This is an optimization exercise on Yosys and OpenROAD, whose aim is a short achievable clock period and few clock cycles, not a production implementation.
RTL that was checked went through simulation tests only; none was proved equivalent to the original.
Power figures rest on the tool's default switching activity, not on a simulated workload.

==> inputs of try-raven <==
==> flow/design.v <==
module ks_add #(parameter W = 32) (
    input  [W-1:0] a,
    input  [W-1:0] b,
    input          cin,
    output [W-1:0] s,
    output         cout
);
localparam LV = (W > 16) ? 5 : (W > 8) ? 4 : (W > 4) ? 3 : (W > 2) ? 2 : 1;
wire [W-1:0] p = a ^ b;
wire [W-1:0] g = a & b;
wire [W-1:0] gg [0:LV];
wire [W-1:0] pp [0:LV];
assign gg[0] = {g[W-1:1], g[0] | (p[0] & cin)};
assign pp[0] = p;
genvar l, i;
generate
    for (l = 0; l < LV; l = l + 1) begin : lvl
        for (i = 0; i < W; i = i + 1) begin : bit_
            if (i >= (1 << l)) begin : comb
                assign gg[l+1][i] = gg[l][i] | (pp[l][i] & gg[l][i - (1 << l)]);
                assign pp[l+1][i] = pp[l][i] & pp[l][i - (1 << l)];
            end else begin : pass
                assign gg[l+1][i] = gg[l][i];
                assign pp[l+1][i] = pp[l][i];
            end
        end
    end
endgenerate
assign s = p ^ {gg[LV][W-2:0], cin};
assign cout = gg[LV][W-1];
endmodule
module ARM(
    input clk,
    input rst,
    output [31:0] imem_addr,
    input [31:0] imem_data,
    output [31:0] dmem_addr,
    output [31:0] dmem_wdata,
    output dmem_we,
    input [31:0] dmem_rdata
);
reg [31:0] pc;
reg        d_valid;
reg [31:0] d_ins;
reg [31:0] d_a, d_m, d_d;        
reg        d_mh_a, d_mh_m, d_mh_d;  
reg        d_wh_a, d_wh_m, d_wh_d;  
reg [31:0] d_pc4;
reg        d_pred;
reg        e_valid;
reg [3:0]  e_cond;
reg        e_wb, e_setf, e_ld, e_st, e_b, e_pred;
reg [3:0]  e_op;         
reg [3:0]  e_rd;
reg [31:0] e_a, e_op2, e_sd;   
reg        e_fa, e_fb, e_fsd;  
reg [31:0] e_alt;
reg        m_wb, m_ld, m_st;
reg [3:0]  m_rd;
reg [31:0] m_res, m_sdata;
reg [31:0] w_q;          
reg [3:0]  flags;        
reg [31:0] regs [0:15];
wire [31:0] w_val = m_ld ? dmem_rdata : m_res;
assign dmem_addr  = m_res;
assign dmem_wdata = m_sdata;
assign dmem_we    = m_st;
wire c_n = flags[3], c_z = flags[2], c_c = flags[1], c_v = flags[0];
reg cond_pass;
always @(*) begin
    case (e_cond)
        4'h0: cond_pass = c_z;
        4'h1: cond_pass = !c_z;
        4'h2: cond_pass = c_c;
        4'h3: cond_pass = !c_c;
        4'h4: cond_pass = c_n;
        4'h5: cond_pass = !c_n;
        4'h6: cond_pass = c_v;
        4'h7: cond_pass = !c_v;
        4'h8: cond_pass = c_c && !c_z;
        4'h9: cond_pass = !c_c || c_z;
        4'hA: cond_pass = c_n == c_v;
        4'hB: cond_pass = c_n != c_v;
        4'hC: cond_pass = !c_z && (c_n == c_v);
        4'hD: cond_pass = c_z || (c_n != c_v);
        default: cond_pass = 1'b1;
    endcase
end
wire [31:0] op_a  = e_fa  ? m_res : e_a;
wire [31:0] op_b  = e_fb  ? m_res : e_op2;
wire [31:0] op_sd = e_fsd ? m_res : e_sd;
wire is_add = e_op == 4'b0100;
wire is_adc = e_op == 4'b0101;
wire is_sub = e_op == 4'b0010 || e_op == 4'b1010;
wire is_sbc = e_op == 4'b0110;
wire arith  = is_add || is_adc || is_sub || is_sbc;
wire inv_b  = is_sub || is_sbc;
wire cin    = is_sub ? 1'b1 : (is_adc ? c_c : 1'b0);
wire [31:0] b_in = inv_b ? ~op_b : op_b;
wire [32:0] sum;
ks_add #(32) alu_add (.a(op_a), .b(b_in), .cin(cin), .s(sum[31:0]), .cout(sum[32]));
wire sum33 = op_a[31] ^ b_in[31] ^ sum[32];
reg [31:0] lres;
always @(*) begin
    case (e_op)
        4'b1101: lres = op_b;
        4'b1111: lres = ~op_b;
        4'b0000, 4'b1000: lres = op_a & op_b;
        4'b1100: lres = op_a | op_b;
        4'b0001: lres = op_a ^ op_b;
        default: lres = op_a;
    endcase
end
wire [31:0] res = arith ? sum[31:0] : lres;
wire [31:0] zx = (op_a ^ b_in) ^ {op_a[30:0] | b_in[30:0], cin};
wire f_n = res[31];
wire f_z = arith ? (zx == 32'b0) : (lres == 32'b0);
wire f_c = arith && sum33 && !sum[31];
wire f_v = ((is_add || is_adc) && op_a[31] == op_b[31] && op_a[31] != sum[31]) ||
           ((is_sub || is_sbc) && op_a[31] != op_b[31] && op_a[31] != sum[31]);
wire e_go   = e_valid && cond_pass;
wire e_take = e_go && e_b;
wire mispredict = e_valid && e_b && (e_take != e_pred);
wire [3:0] i_cond = d_ins[31:28];
wire [1:0] i_mode = d_ins[27:26];
wire       i_I    = d_ins[25];
wire [3:0] i_op   = d_ins[24:21];
wire       i_S    = d_ins[20];
wire [3:0] i_rn   = d_ins[19:16];
wire [3:0] i_rd   = d_ins[15:12];
wire [3:0] i_rm   = d_ins[3:0];
wire       i_dp   = i_mode == 2'b00;
wire       i_mem  = i_mode == 2'b01 && i_op == 4'b0100;
wire       i_ld   = i_mem && i_S;
wire       i_st   = i_mem && !i_S;
wire       i_b    = i_mode == 2'b10 && !i_op[3];
wire       i_dpwb = i_op == 4'b1101 || i_op == 4'b1111 || i_op == 4'b0100 || i_op == 4'b0101 ||
                    i_op == 4'b0010 || i_op == 4'b0110 || i_op == 4'b0000 || i_op == 4'b1100 ||
                    i_op == 4'b0001;
wire       i_wb   = (i_dp && i_dpwb) || i_ld;
wire       i_setf = i_dp && i_S;
wire       i_use_n = i_mem || (i_dp && i_op != 4'b1101 && i_op != 4'b1111);
wire       i_use_m = i_dp && !i_I;
wire       i_use_d = i_st;
wire [31:0] imm8 = {24'b0, d_ins[7:0]};
wire [63:0] imm_dbl = {imm8, imm8} >> {d_ins[11:8], 1'b0};
wire [31:0] i_imm = i_mem ? {20'b0, d_ins[11:0]} : imm_dbl[31:0];
wire [31:0] i_tgt;
ks_add #(32) id_tgt_add (.a(d_pc4), .b({{6{d_ins[23]}}, d_ins[23:0], 2'b00}), .cin(1'b0),
                         .s(i_tgt), .cout());
wire [31:0] id_a = d_mh_a ? w_val : (d_wh_a ? w_q : d_a);
wire [31:0] id_m = d_mh_m ? w_val : (d_wh_m ? w_q : d_m);
wire [31:0] id_d = d_mh_d ? w_val : (d_wh_d ? w_q : d_d);
wire       i_useimm = i_mem || i_I;
wire [4:0] i_shamt  = d_ins[11:7];
wire       i_shift  = i_dp && !i_I && !d_ins[4] && i_shamt != 5'd0;
wire [31:0] sh_in = d_mh_m ? m_res : (d_wh_m ? w_q : d_m);
wire [63:0] rm_dbl = {sh_in, sh_in} >> i_shamt;
reg [31:0] sh;
always @(*) begin
    case (d_ins[6:5])
        2'b00: sh = sh_in << i_shamt;
        2'b11: sh = rm_dbl[31:0];
        default: sh = sh_in >> i_shamt;
    endcase
end
wire [31:0] i_op2 = i_useimm ? i_imm : (i_shift ? sh : id_m);
wire e_hit_n = e_valid && e_wb && e_rd == i_rn;
wire e_hit_m = e_valid && e_wb && e_rd == i_rm;
wire e_hit_d = e_valid && e_wb && e_rd == i_rd;
wire stall = d_valid && ((e_ld && ((i_use_n && e_hit_n) || (i_use_m && e_hit_m) ||
                                   (i_use_d && e_hit_d))) ||
                         (i_shift && (e_hit_m || (m_ld && d_mh_m))));
wire e_wr = e_go && e_wb;
wire [31:0] pc4 = pc + 32'd4;
wire [31:0] f_ins = imem_data;
wire        f_b = f_ins[27:26] == 2'b10 && !f_ins[24];
wire [31:0] f_tgt;
ks_add #(32) tgt_add (.a(pc4), .b({{6{f_ins[23]}}, f_ins[23:0], 2'b00}), .cin(1'b0),
                      .s(f_tgt), .cout());
wire        f_pred = f_b && (f_ins[31:29] == 3'b111 || f_ins[23]);
wire [3:0]  f_rn = f_ins[19:16];
wire [3:0]  f_rd = f_ins[15:12];
wire [3:0]  f_rm = f_ins[3:0];
assign imem_addr = pc;
always @(posedge clk, posedge rst) begin
    if (rst) begin
        pc <= 32'b0;
    end else if (mispredict) begin
        pc <= e_alt;
    end else if (!stall) begin
        pc <= f_pred ? f_tgt : pc4;
    end
end
always @(posedge clk, posedge rst) begin
    if (rst) begin
        d_valid <= 1'b0;
        d_ins <= 32'b0;
        d_a <= 32'b0; d_m <= 32'b0; d_d <= 32'b0;
        d_mh_a <= 1'b0; d_mh_m <= 1'b0; d_mh_d <= 1'b0;
        d_wh_a <= 1'b0; d_wh_m <= 1'b0; d_wh_d <= 1'b0;
        d_pc4 <= 32'b0;
        d_pred <= 1'b0;
    end else if (mispredict) begin
        d_valid <= 1'b0;
    end else if (stall) begin
        d_a <= id_a; d_m <= id_m; d_d <= id_d;
        d_mh_a <= e_wr && e_rd == i_rn;
        d_mh_m <= e_wr && e_rd == i_rm;
        d_mh_d <= e_wr && e_rd == i_rd;
        d_wh_a <= 1'b0; d_wh_m <= 1'b0; d_wh_d <= 1'b0;
    end else begin
        d_valid <= 1'b1;
        d_ins <= f_ins;
        d_a <= regs[f_rn]; d_m <= regs[f_rm]; d_d <= regs[f_rd];
        d_mh_a <= e_wr && e_rd == f_rn;
        d_mh_m <= e_wr && e_rd == f_rm;
        d_mh_d <= e_wr && e_rd == f_rd;
        d_wh_a <= m_wb && m_rd == f_rn;
        d_wh_m <= m_wb && m_rd == f_rm;
        d_wh_d <= m_wb && m_rd == f_rd;
        d_pc4 <= pc4;
        d_pred <= f_pred;
    end
end
always @(posedge clk, posedge rst) begin
    if (rst) begin
        e_valid <= 1'b0;
        e_cond <= 4'b0;
        e_wb <= 1'b0; e_setf <= 1'b0; e_ld <= 1'b0; e_st <= 1'b0; e_b <= 1'b0; e_pred <= 1'b0;
        e_op <= 4'b0; e_rd <= 4'b0;
        e_a <= 32'b0; e_op2 <= 32'b0; e_sd <= 32'b0;
        e_fa <= 1'b0; e_fb <= 1'b0; e_fsd <= 1'b0;
        e_alt <= 32'b0;
    end else begin
        e_valid <= d_valid && !stall && !mispredict;
        e_cond <= i_cond;
        e_wb <= i_wb; e_setf <= i_setf; e_ld <= i_ld; e_st <= i_st; e_b <= i_b; e_pred <= d_pred;
        e_op <= i_op; e_rd <= i_rd;
        e_a <= id_a; e_op2 <= i_op2; e_sd <= id_d;
        e_fa <= e_hit_n && cond_pass;
        e_fb <= e_hit_m && cond_pass && !i_useimm;
        e_fsd <= e_hit_d && cond_pass;
        e_alt <= d_pred ? d_pc4 : i_tgt;
    end
end
always @(posedge clk, posedge rst) begin
    if (rst) begin
        m_wb <= 1'b0; m_ld <= 1'b0; m_st <= 1'b0;
        m_rd <= 4'b0; m_res <= 32'b0; m_sdata <= 32'b0;
    end else begin
        m_wb <= e_go && e_wb;
        m_ld <= e_go && e_ld;
        m_st <= e_go && e_st;
        m_rd <= e_rd;
        m_res <= res;
        m_sdata <= op_sd;
    end
end
always @(posedge clk, posedge rst) begin
    if (rst) begin
        w_q <= 32'b0;
    end else begin
        w_q <= w_val;
    end
end
always @(posedge clk, posedge rst) begin
    if (rst) begin
        flags <= 4'b0;
    end else if (e_go && e_setf) begin
        flags <= {f_n, f_z, f_c, f_v};
    end
end
integer i;
always @(posedge clk, posedge rst) begin
    if (rst) begin
        for (i = 0; i < 16; i = i + 1) regs[i] <= i;
    end else if (m_wb) begin
        regs[m_rd] <= w_val;
    end
end
endmodule
==> flow/flow/run.sh <==
#!/bin/bash
# The standard layout (the standard.sh), with timing repair aiming for
# setup slack well beyond the 11 ns clock so that the achieved period shrinks.
set -uo pipefail
bash standard.sh SETUP_SLACK_MARGIN=7.5 finish > standard_flow.log 2>&1
==> flow/standard.sh <==
#!/bin/bash
# synth_recipe.tcl (not shown) runs the flow's synth.tcl, then flattens the netlist and writes it again
# the make line also repeats each setting of config.mk as NAME=value (left out here)
make -C /OpenROAD-flow-scripts/flow DESIGN_CONFIG=/design/flow/config.mk WORK_HOME=/design/flow/orfs CLKGATE_MAP_FILE= SYNTH_SCRIPT=/design/flow/synth_recipe.tcl "${@:-finish}"
==> flow/config.mk <==
export PLATFORM = sky130hd
export DESIGN_NAME = ARM
export DESIGN_NICKNAME = ARM
export VERILOG_FILES = /design/flow/design.v
export SDC_FILE = /design/flow/constraint.sdc
export NUM_CORES = 4
export LEC_CHECK = 0
export ABC_CLOCK_PERIOD_IN_PS = 3000
export CAP_MARGIN = 20
export CORE_MARGIN = 2
export CORE_UTILIZATION = 40
export SLEW_MARGIN = 20
export TNS_END_PERCENT = 100
==> flow/constraint.sdc <==
create_clock -name core_clock -period 11.0 [get_ports {clk}]
set_input_delay 2.2000 -clock core_clock [delete_from_list [all_inputs] [get_ports {clk}]]
set_output_delay 2.2000 -clock core_clock [all_outputs]
set_load 0.01 [all_outputs]
==> try-zinc (differences from try-raven) <==
--- a/flow/design.v
+++ b/flow/design.v
@@ -48,2 +48,3 @@
 reg [31:0] d_pc4;
+reg [31:0] d_tgt;
 reg        d_pred;
@@ -147,5 +148,2 @@
 wire [31:0] i_imm = i_mem ? {20'b0, d_ins[11:0]} : imm_dbl[31:0];
-wire [31:0] i_tgt;
-ks_add #(32) id_tgt_add (.a(d_pc4), .b({{6{d_ins[23]}}, d_ins[23:0], 2'b00}), .cin(1'b0),
-                         .s(i_tgt), .cout());
 wire [31:0] id_a = d_mh_a ? w_val : (d_wh_a ? w_q : d_a);
@@ -202,2 +200,3 @@
         d_pc4 <= 32'b0;
+        d_tgt <= 32'b0;
         d_pred <= 1'b0;
@@ -222,2 +221,3 @@
         d_pc4 <= pc4;
+        d_tgt <= f_tgt;
         d_pred <= f_pred;
@@ -243,3 +243,3 @@
         e_fsd <= e_hit_d && cond_pass;
-        e_alt <= d_pred ? d_pc4 : i_tgt;
+        e_alt <= d_pred ? d_pc4 : d_tgt;
     end
==> flow/run.sh (new file) <==
#!/bin/bash
# synth_recipe.tcl (not shown) runs the flow's synth.tcl, then flattens the netlist and writes it again
# the make line also repeats each setting of config.mk as NAME=value (left out here)
make -C /OpenROAD-flow-scripts/flow DESIGN_CONFIG=/design/flow/config.mk WORK_HOME=/design/flow/orfs CLKGATE_MAP_FILE= SYNTH_SCRIPT=/design/flow/synth_recipe.tcl finish
Settings changed: SETUP_SLACK_MARGIN set to 5.
removed: flow/flow/run.sh
removed: flow/standard.sh
==> comparison <==
Against try-zinc, the global-route usage of try-raven is higher by 1.5 points. Between try-raven and try-zinc, the lower worst hold slack is in try-zinc (gap 2.4 ps). First-iteration DRC count: try-zinc is lower than try-raven (16%). Between try-raven and try-zinc, the lower core utilization is in try-zinc (gap 8.2 points). Of try-zinc and try-raven, try-raven has the higher register-to-register slack (gap 1300 ps). Between try-raven and try-zinc, the lower maximum frequency is in try-zinc (gap about 30%, measured against try-zinc). Combinational power: try-raven is higher than try-zinc (about 10%). Against try-raven, the cell area of try-zinc is smaller by 15%. In try-zinc the synthesized cell count is smaller than in try-raven, by 0.61%. Between try-zinc and try-raven, the lower wire length is in try-zinc (gap about 15%, measured against try-raven).
Testbench counts of try-raven, summed over its fixed seeds: cycles 79,639.
Testbench counts of try-zinc, summed over its fixed seeds: cycles 79,639.


==> inputs of juniper <==
Another version of the RTL of ARM (not shown whole).
clock: 11.0 ns
lec_check: 0
abc_clock_period_in_ps: 3000
cap_margin: 20
core_margin: 2
core_utilization: 40
slew_margin: 20
tns_end_percent: 100
standard.sh (not shown) runs the stock make flow with config.mk's settings and CLKGATE_MAP_FILE= SYNTH_SCRIPT=/design/flow/synth_recipe.tcl, a recipe that flattens the netlist after the stock synthesis.
==> flow/flow/run.sh <==
#!/bin/bash
# The standard layout (the standard.sh), with timing repair aiming for
# setup slack well beyond the 11 ns clock so that the achieved period shrinks.
set -uo pipefail
bash standard.sh SETUP_SLACK_MARGIN=7.5 finish > standard_flow.log 2>&1
==> inputs of maple, as changes to juniper <==
--- a/flow/design.v
+++ b/flow/design.v
@@ -16,16 +16,21 @@
 reg        d_pred;
 reg        e_valid;
 reg [3:0]  e_cond;
 reg        e_wb, e_setf, e_ld, e_st, e_b, e_pred;
 reg [3:0]  e_op;         
 reg        e_dp;         
 reg [3:0]  e_rd;
-reg [31:0] e_a, e_op2, e_sd;    
-reg        e_fa, e_fb, e_fsd;  
+reg [31:0] e_a, e_m;
+reg        e_fa, e_fm;   
+reg        e_useimm;
+reg [31:0] e_imm;
+reg        e_shen;
+reg [1:0]  e_shtype;
+reg [4:0]  e_shamt;
 reg [31:0] e_alt;
 reg        m_wb, m_ld, m_st;
 reg [3:0]  m_rd;
 reg [31:0] m_res, m_sdata;
 reg [3:0]  flags;        
 reg [31:0] regs [0:15];
 wire [31:0] w_val = m_ld ? dmem_rdata : m_res;
@@ -49,17 +54,27 @@
         4'hA: cond_pass = c_n == c_v;
         4'hB: cond_pass = c_n != c_v;
         4'hC: cond_pass = !c_z && (c_n == c_v);
         4'hD: cond_pass = c_z || (c_n != c_v);
         default: cond_pass = 1'b1;
     endcase
 end
-wire [31:0] op_a = e_fa ? m_res : e_a;
-wire [31:0] op_b = e_fb ? m_res : e_op2;
-wire [31:0] op_sd = e_fsd ? m_res : e_sd;
+wire [31:0] op_a = (e_fa && m_wb) ? m_res : e_a;
+wire [31:0] op_m = (e_fm && m_wb) ? m_res : e_m;
+wire [63:0] rm_dbl = {op_m, op_m} >> e_shamt;
+reg [31:0] sh;
+always @(*) begin
+    if (!e_shen) sh = op_m;
+    else case (e_shtype)
+        2'b00: sh = op_m << e_shamt;
+        2'b11: sh = rm_dbl[31:0];
+        default: sh = op_m >> e_shamt;
+    endcase
+end
+wire [31:0] op_b = e_useimm ? e_imm : sh;
 wire is_add = e_op == 4'b0100;
 wire is_adc = e_op == 4'b0101;
 wire is_sub = e_op == 4'b0010 || e_op == 4'b1010;
 wire is_sbc = e_op == 4'b0110;
 wire arith  = is_add || is_adc || is_sub || is_sbc;
 wire inv_b  = is_sub || is_sbc;
 wire cin    = is_sub ? 1'b1 : (is_adc ? c_c : 1'b0);
@@ -75,16 +90,15 @@
         4'b1100: lres = op_a | op_b;
         4'b0001: lres = op_a ^ op_b;
         default: lres = op_a;
     endcase
 end
 wire [31:0] res = arith ? sum[31:0] : lres;
 wire f_n = res[31];
-wire [31:0] zx = (op_a ^ b_in) ^ {op_a[30:0] | b_in[30:0], cin};
-wire f_z = arith ? (zx == 32'b0) : (lres == 32'b0);
+wire f_z = (res == 32'b0);
 wire f_c = arith && sum33 && !sum[31];
 wire f_v = ((is_add || is_adc) && op_a[31] == op_b[31] && op_a[31] != sum[31]) ||
            ((is_sub || is_sbc) && op_a[31] != op_b[31] && op_a[31] != sum[31]);
 wire e_go   = e_valid && cond_pass;
 wire e_take = e_go && e_b;
 wire mispredict = e_valid && e_b && (e_take != e_pred);
 wire [3:0] i_cond = d_ins[31:28];
@@ -108,31 +122,16 @@
 wire       i_use_n = i_mem || (i_dp && i_op != 4'b1101 && i_op != 4'b1111);
 wire       i_use_m = i_st || (i_dp && !i_I);
 wire [31:0] imm8 = {24'b0, d_ins[7:0]};
 wire [63:0] imm_dbl = {imm8, imm8} >> {d_ins[11:8], 1'b0};
 wire [31:0] i_imm = i_mem ? {20'b0, d_ins[11:0]} : imm_dbl[31:0];
 wire [31:0] rd_a = (m_wb && m_rd == i_rn) ? w_val : regs[i_rn];
 wire [31:0] rd_m = (m_wb && m_rd == i_rm) ? w_val : regs[i_rm];
-wire       i_useimm = i_mem || i_I;
-wire [4:0] i_shamt  = d_ins[11:7];
-wire       i_shift  = !i_useimm && !d_ins[4] && i_shamt != 5'd0;
-wire [63:0] rm_dbl = {rd_m, rd_m} >> i_shamt;
-reg [31:0] sh;
-always @(*) begin
-    case (d_ins[6:5])
-        2'b00: sh = rd_m << i_shamt;
-        2'b11: sh = rm_dbl[31:0];
-        default: sh = rd_m >> i_shamt;
-    endcase
-end
-wire [31:0] i_op2 = i_useimm ? i_imm : (i_shift ? sh : rd_m);
-wire e_hit_n = e_valid && e_wb && e_rd == i_rn;
-wire e_hit_m = e_valid && e_wb && e_rd == i_rm;
-wire stall = d_valid && ((e_ld && ((i_use_n && e_hit_n) || (i_use_m && e_hit_m))) ||
-                         (i_shift && e_hit_m));
+wire stall = d_valid && e_valid && e_ld &&
+             ((i_use_n && e_rd == i_rn) || (i_use_m && e_rd == i_rm));
 wire [31:0] pc4 = pc + 32'd4;
 wire        f_b = imem_data[27:26] == 2'b10 && !imem_data[24];
 wire [31:0] f_tgt = pc4 + {{6{imem_data[23]}}, imem_data[23:0], 2'b00};
 wire        f_pred = f_b && (imem_data[31:29] == 3'b111 || imem_data[23]);
 assign imem_addr = pc;
 always @(posedge clk, posedge rst) begin
     if (rst) begin
@@ -162,40 +161,45 @@
 end
 always @(posedge clk, posedge rst) begin
     if (rst) begin
         e_valid <= 1'b0;
         e_cond <= 4'b0;
         e_wb <= 1'b0; e_setf <= 1'b0; e_ld <= 1'b0; e_st <= 1'b0; e_b <= 1'b0; e_pred <= 1'b0;
         e_op <= 4'b0; e_dp <= 1'b0; e_rd <= 4'b0;
-        e_a <= 32'b0; e_op2 <= 32'b0; e_sd <= 32'b0;
-        e_fa <= 1'b0; e_fb <= 1'b0; e_fsd <= 1'b0;
+        e_a <= 32'b0; e_m <= 32'b0; e_fa <= 1'b0; e_fm <= 1'b0;
+        e_useimm <= 1'b0; e_imm <= 32'b0;
+        e_shen <= 1'b0; e_shtype <= 2'b0; e_shamt <= 5'b0;
         e_alt <= 32'b0;
     end else begin
         e_valid <= d_valid && !stall && !mispredict;
         e_cond <= i_cond;
         e_wb <= i_wb; e_setf <= i_setf; e_ld <= i_ld; e_st <= i_st; e_b <= i_b; e_pred <= d_pred;
         e_op <= i_op; e_dp <= i_dp; e_rd <= i_rd;
-        e_a <= rd_a; e_op2 <= i_op2; e_sd <= rd_m;
-        e_fa <= e_hit_n && cond_pass;
-        e_fb <= e_hit_m && cond_pass && !i_useimm;
-        e_fsd <= e_hit_m && cond_pass;
+        e_a <= rd_a; e_m <= rd_m;
+        e_fa <= e_valid && e_wb && e_rd == i_rn;
+        e_fm <= e_valid && e_wb && e_rd == i_rm;
+        e_useimm <= i_mem || i_I;
+        e_imm <= i_imm;
+        e_shen <= !d_ins[4];
+        e_shtype <= d_ins[6:5];
+        e_shamt <= d_ins[11:7];
         e_alt <= d_pred ? d_pc4 : d_tgt;
     end
 end
 always @(posedge clk, posedge rst) begin
     if (rst) begin
         m_wb <= 1'b0; m_ld <= 1'b0; m_st <= 1'b0;
         m_rd <= 4'b0; m_res <= 32'b0; m_sdata <= 32'b0;
     end else begin
         m_wb <= e_go && e_wb;
         m_ld <= e_go && e_ld;
         m_st <= e_go && e_st;
         m_rd <= e_rd;
         m_res <= res;
-        m_sdata <= op_sd;
+        m_sdata <= op_m;
     end
 end
 always @(posedge clk, posedge rst) begin
     if (rst) begin
         flags <= 4'b0;
     end else if (e_go && e_setf) begin
         flags <= {f_n, f_z, f_c, f_v};
==> flow/run.sh (new file) <==
#!/bin/bash
# synth_recipe.tcl (not shown) runs the flow's synth.tcl, then flattens the netlist and writes it again
# the make line also repeats each setting of config.mk as NAME=value (left out here)
make -C /OpenROAD-flow-scripts/flow DESIGN_CONFIG=/design/flow/config.mk WORK_HOME=/design/flow/orfs CLKGATE_MAP_FILE= SYNTH_SCRIPT=/design/flow/synth_recipe.tcl finish
- SETUP_SLACK_MARGIN: not set -> 5
removed: flow/flow/run.sh
removed: flow/standard.sh
==> summary of the runs <==
Between maple and juniper, the lower core utilization is in maple (gap 7.9 points).
Against maple, the design area of juniper is larger by about 32%.
Of maple and juniper, juniper has the higher hold slack (gap 0.0012 ns).
Setup slack: maple is worse than juniper (2.1 ns).
Against juniper, the global-route usage of maple is lower by 13 points.
Routed wire length: maple is smaller than juniper (37%).
Against maple, the sequential share of layout area of juniper is lower by 9.1 points.
In maple the critical path depth is higher than in juniper, by 9.
==> figures <==
	maple	juniper
Status	timing/DRC/antenna clean	timing/DRC/antenna clean
Post-route insts no fill	7242	9202
Routed length on met1	91500 um	129000 um
Pre-CTS WS	2.60 ns	4.91 ns
Global routing usage summed across all routing layers	34.6%	47.6%
Die Height	359 um	382 um
Number of nets in the finished design	5703	7404
End point of the worst hold path	e_cond[0]	e_cond[2]
Number of sinks handled by clock tree synthesis	873	865
Delay of the slowest critical-path stage	0.59 ns	0.69 ns
Internal power component	9.91 mW	12.3 mW
NetSw	7.85 mW	11.5 mW
Initial cell density of the core	40.2%	40.3%
Terminus of the critical flop-to-flop path	flags[2]	e_op2[4]
Number of flip-flops and latches	873	865
Overall die width	359 um	382 um
Non-Clock Buffer Area Fraction	5.88%	15.2%
Function was not checked in any run of this note: the RTL went through the layout flow alone.

==> static timing again, ports no longer ideal <==
How much do the figures lean on ideal ports? The routed layouts below were timed once more, with nothing changed but the port constraints. Step 1 sets driving cells, clkbuf_16 on the clock port and buf_2 on the other inputs (assumed; they add their load-dependent delay and slew). Step 2 adds t to the input delays and takes it off the output delays; t is the mean of the earliest and latest rising clock arrival at the registers after step 1. Input paths then give back, and output paths get back, about the clock's delay inside the block. Slacks: ideal / step 1 / step 2; pairs: ideal / step 1.
| run | t (ns) | slack for setup (ns) | worst data-port slew with drivers (ns) |
|---|---|---|---|
| try-raven | 0.831 | 6.739 / 6.745 / 5.914 | 0.16 |
| try-zinc | 0.845 | 5.435 / 5.454 / 4.609 | 0.15 |
| juniper | 0.869 | 6.410 / 6.410 / 5.624 | 0.12 |
| maple | 0.791 | 4.344 / 4.344 / 4.344 | 0.14 |
After both steps every run listed still meets setup and hold. The setup slack of try-zinc, which loses most, moves by +0.019 ns with the drivers and by -0.826 ns with both steps.
